What follows belongs to an exercise in optimizing a design on an open flow for small area; a production flow would make more cautious choices. Only simulation tests tie the RTL to the original design; equivalence was not proved. The flow treats the clock pin as an ideal source. Dropping or thinning the clock tree relies on that and would not hold on a real chip. Power is estimated from default activity; no workload was simulated.

==> 11-21: inputs <==
// top
module top #(
    parameter CLKS_PER_BIT = 234
)
(
    input wire clk,
    input wire rst_n,
    input wire uart_rx,
    output wire uart_tx
);
Settings: LEC_CHECK=0, CAP_MARGIN=20, CORE_MARGIN=2, CORE_UTILIZATION=40, SLEW_MARGIN=20; clock period 37.037 ns.
standard.sh (not shown) runs the stock make flow with config.mk's settings and CLKGATE_MAP_FILE= SYNTH_SCRIPT=/design/flow/synth_recipe.tcl, a recipe that flattens the netlist after the stock synthesis.
==> flow/flow/run.sh <==
#!/bin/bash
# Layout flow: the standard ORFS flow (standard.sh) with these changes:
#  - synthesis is the standard script, but abc maps the logic with an
#    area-oriented script (flow/area.abc); flip-flop mapping is unchanged;
#  - the ports are buffered with the smallest buffer, buf_1;
#  - after clock tree synthesis, flow/clock_tree.tcl replaces the tree with
#    four buffers fed straight from the clock port, one per group of nearby
#    flip-flops, each the smallest of buf_4/6/8/12/16 whose estimated slew
#    at its flip-flops is at most 115 ps, and shrinks oversized repair
#    buffers to buf_4.
# Each ORFS step writes its own log under orfs/logs; make's output goes to
# flow_make.log.
set -euo pipefail
F=$PWD/flow
export MY_ABC_SCRIPT=$F/area.abc
bash standard.sh \
  SYNTH_SCRIPT=$F/synth.tcl \
  "BUFFER_PORTS_ARGS=-buffer_cell sky130_fd_sc_hd__buf_1" \
  POST_CTS_TCL=$F/clock_tree.tcl \
  finish > flow_make.log 2>&1
==> flow/flow/clock_tree.tcl <==
# POST_CTS_TCL hook: replace the clock tree that clock_tree_synthesis built
# with a few clock buffers driven straight from the clock port, one per
# group of nearby flip-flops.
set ncl 4
set buf_master_name sky130_fd_sc_hd__buf_4
if { [info exists ::env(OWN_CTS_GROUPS)] } { set ncl $::env(OWN_CTS_GROUPS) }
if { [info exists ::env(OWN_CTS_BUF)] } { set buf_master_name $::env(OWN_CTS_BUF) }

set db [ord::get_db]
set block [ord::get_db_block]
set clk_net [[$block findBTerm clk] getNet]

# flip-flop clock pins
set sinks {}
foreach inst [$block getInsts] {
  set m [[$inst getMaster] getName]
  if { [regexp {__(e?dfxtp|dfrtp|dfstp|dfxbp)_} $m] } {
    lappend sinks [$inst findITerm CLK]
  }
}
puts "own clock tree: [llength $sinks] flip-flops"

# remove the cells and nets clock_tree_synthesis added
foreach inst [$block getInsts] {
  set n [$inst getName]
  if { [string match clkbuf_* $n] || [string match clkload* $n] } {
    odb::dbInst_destroy $inst
  }
}
foreach net [$block getNets] {
  if { [string match clknet_* [$net getName]] && [llength [$net getITerms]] == 0 } {
    odb::dbNet_destroy $net
  }
}

# split the flip-flops into ncl (a power of two) groups of equal size by
# halving along x, then y, and so on
proc split_groups { idxs pts depth axis } {
  if { $depth == 0 } { return [list $idxs] }
  set keyed {}
  foreach i $idxs { lappend keyed [list $i [lindex [lindex $pts $i] $axis]] }
  set keyed [lsort -real -index 1 $keyed]
  set h [expr {[llength $keyed] / 2}]
  set lo {}; set hi {}
  foreach k [lrange $keyed 0 [expr {$h - 1}]] { lappend lo [lindex $k 0] }
  foreach k [lrange $keyed $h end] { lappend hi [lindex $k 0] }
  return [concat [split_groups $lo $pts [expr {$depth - 1}] [expr {1 - $axis}]] \
    [split_groups $hi $pts [expr {$depth - 1}] [expr {1 - $axis}]]]
}
set pts {}
foreach s $sinks {
  set b [[$s getInst] getBBox]
  lappend pts [list [expr {([$b xMin] + [$b xMax]) / 2.0}] [expr {([$b yMin] + [$b yMax]) / 2.0}]]
}
set idxs {}
for { set i 0 } { $i < [llength $pts] } { incr i } { lappend idxs $i }
set depth [expr {int(round(log($ncl) / log(2)))}]
set groups [split_groups $idxs $pts $depth 0]
set assign [lrepeat [llength $pts] 0]
set cents {}
set k 0
foreach g $groups {
  set sx 0; set sy 0
  foreach i $g {
    lset assign $i $k
    set sx [expr {$sx + [lindex [lindex $pts $i] 0]}]
    set sy [expr {$sy + [lindex [lindex $pts $i] 1]}]
  }
  lappend cents [list [expr {$sx / [llength $g]}] [expr {$sy / [llength $g]}]]
  incr k
}
set ncl [llength $groups]

set master [$db findMaster $buf_master_name]
for { set k 0 } { $k < $ncl } { incr k } {
  set inst [odb::dbInst_create $block $master "clkbuf_own_$k"]
  set net [odb::dbNet_create $block "clknet_own_$k"]
  $net setSigType CLOCK
  [$inst findITerm A] connect $clk_net
  [$inst findITerm X] connect $net
  set n 0
  foreach s $sinks a $assign {
    if { $a == $k } { $s disconnect; $s connect $net; incr n }
  }
  set c [lindex $cents $k]
  $inst setLocation [expr {int([lindex $c 0])}] [expr {int([lindex $c 1])}]
  $inst setPlacementStatus PLACED
  puts "own clock tree: clkbuf_own_$k drives $n flip-flops"
}
# repair_design buffers heavy nets with very large buffers; a buf_4 drives
# the loads here within the slew and capacitance limits
set buf4 [$db findMaster sky130_fd_sc_hd__buf_4]
foreach inst [$block getInsts] {
  if { [regexp {__buf_(6|8|12|16)$} [[$inst getMaster] getName]] } {
    puts "own clock tree: [$inst getName] resized to buf_4"
    $inst swapMaster $buf4
  }
}
global_connect
detailed_placement
check_placement -verbose
estimate_parasitics -placement

set slew_target 0.115
if { [info exists ::env(OWN_CTS_SLEW_TARGET)] } { set slew_target $::env(OWN_CTS_SLEW_TARGET) }
proc worst_clk_slew { k } {
  set net [[ord::get_db_block] findNet "clknet_own_$k"]
  set worst 0
  foreach it [$net getITerms] {
    if { [$it isOutputSignal] } { continue }
    set pin [get_pins "[[$it getInst] getName]/[[$it getMTerm] getName]"]
    foreach a {max min} {
      foreach e {rise fall} {
        set v [get_property $pin slew_${a}_$e]
        if { [string is double -strict $v] && $v > $worst } { set worst $v }
      }
    }
  }
  return $worst
}
set sizes {sky130_fd_sc_hd__buf_4 sky130_fd_sc_hd__buf_6 sky130_fd_sc_hd__buf_8 sky130_fd_sc_hd__buf_12 sky130_fd_sc_hd__buf_16}
for { set k 0 } { $k < $ncl } { incr k } {
  set inst [$block findInst "clkbuf_own_$k"]
  set i [lsearch -exact $sizes [[$inst getMaster] getName]]
  while { 1 } {
    set w [worst_clk_slew $k]
    puts "own clock tree: clkbuf_own_$k [[$inst getMaster] getName] estimated worst slew [format %.1f [expr {$w * 1e3}]] ps"
    if { $w <= $slew_target || $i < 0 || $i >= [llength $sizes] - 1 } { break }
    incr i
    $inst swapMaster [$db findMaster [lindex $sizes $i]]
    estimate_parasitics -placement
  }
}
detailed_placement
check_placement -verbose
estimate_parasitics -placement
repair_timing -hold -hold_margin 0.05
detailed_placement
check_placement -verbose
report_clock_skew
report_check_types -max_slew -max_capacitance -violators
Other scripts of this flow, unchanged in this note and not shown: flow/flow/area.abc, flow/flow/synth.tcl
==> 02-15 (differences from 11-21) <==
--- a/flow/flow/run.sh
+++ b/flow/flow/run.sh
@@ -4,10 +4,8 @@
 #    area-oriented script (flow/area.abc); flip-flop mapping is unchanged;
 #  - the ports are buffered with the smallest buffer, buf_1;
 #  - after clock tree synthesis, flow/clock_tree.tcl replaces the tree with
-#    four buffers fed straight from the clock port, one per group of nearby
-#    flip-flops, each the smallest of buf_4/6/8/12/16 whose estimated slew
-#    at its flip-flops is at most 115 ps, and shrinks oversized repair
-#    buffers to buf_4.
+#    four buf_4 cells fed straight from the clock port, one per group of
+#    nearby flip-flops, and shrinks oversized repair buffers to buf_4.
 # Each ORFS step writes its own log under orfs/logs; make's output goes to
 # flow_make.log.
 set -euo pipefail
--- a/flow/flow/clock_tree.tcl
+++ b/flow/flow/clock_tree.tcl
@@ -101,7 +101,7 @@
 check_placement -verbose
 estimate_parasitics -placement
 
-set slew_target 0.115
+set slew_target 0.100
 if { [info exists ::env(OWN_CTS_SLEW_TARGET)] } { set slew_target $::env(OWN_CTS_SLEW_TARGET) }
 proc worst_clk_slew { k } {
   set net [[ord::get_db_block] findNet "clknet_own_$k"]
@@ -124,8 +124,8 @@
   set i [lsearch -exact $sizes [[$inst getMaster] getName]]
   while { 1 } {
     set w [worst_clk_slew $k]
-    puts "own clock tree: clkbuf_own_$k [[$inst getMaster] getName] estimated worst slew [format %.1f [expr {$w * 1e3}]] ps"
-    if { $w <= $slew_target || $i < 0 || $i >= [llength $sizes] - 1 } { break }
+    puts "own clock tree: clkbuf_own_$k [[$inst getMaster] getName] estimated worst slew [format %.1f [expr {$w * 1e12}]] ps"
+    if { $w <= $slew_target * 1e-9 || $i < 0 || $i >= [llength $sizes] - 1 } { break }
     incr i
     $inst swapMaster [$db findMaster [lindex $sizes $i]]
     estimate_parasitics -placement
==> comparison <==
In cell count, 02-15 and 11-21 do not differ. Of 02-15 and 11-21, 11-21 has the higher worst setup slack (gap 0.026 ns). Of 02-15 and 11-21, 02-15 has the higher register-to-register slack (gap 0.06 ns). Sequential share of layout area: 02-15 is lower than 11-21 (2.8 points).
==> figures <==
item                                                                                                         11-21                    02-15
Result of the run                                                                          complete, no violations  complete, no violations
PnR worst setup slack                                                                                     28.49 ns                 28.47 ns
Cell Int Power                                                                                           0.0689 mW                0.0867 mW
Sequential share of power                                                                                    75.2%                    62.1%
Clock Latency Late Sink                                                                                    0.15 ns                  0.11 ns
Global routing met1 resource utilization                                                                     16.1%                    15.7%
Post-CTS clock slew at the launch and capture registers of the worst setup and hold paths                  0.11 ns                  0.06 ns
FILL cells                                                                                                     410                      398
Length of routed met3 wiring                                                                                 58 um                    74 um
Worst slew pin tran                                                                                       0.446 ns                 0.444 ns
No run of this note takes its clock network from TritonCTS; it comes from the design's own scripts or RTL.

## re-timing with driven ports
The results above use ideal ports. As a check the final layouts listed here were re-extracted and re-timed, cells and wires unchanged.
Step 1 (the two cells are an assumption about what drives the block):
set clk [get_ports {clk}]
set_driving_cell -lib_cell sky130_fd_sc_hd__clkbuf_16 $clk
set_driving_cell -lib_cell sky130_fd_sc_hd__buf_2 [delete_from_list [all_inputs] $clk]
Step 2, shift: input delay + t, output delay - t, t = (earliest + latest rising clock arrival at the registers) / 2. This alone moves slack from input paths to output paths.
Slacks: ideal / step 1 / step 2; pairs: ideal / step 1.
run | t, ns | setup slack, ns | worst register clock-pin slew, ns
11-21 | 0.181 | 28.492 / 28.514 / 28.332 | 0.11 / 0.11
02-15 | 0.193 | 28.466 / 28.531 / 28.338 | 0.06 / 0.06
After both steps setup and hold are still met in every run listed. The setup slack of 11-21, which loses most, moves by +0.022 ns with the drivers and by -0.160 ns with both steps.
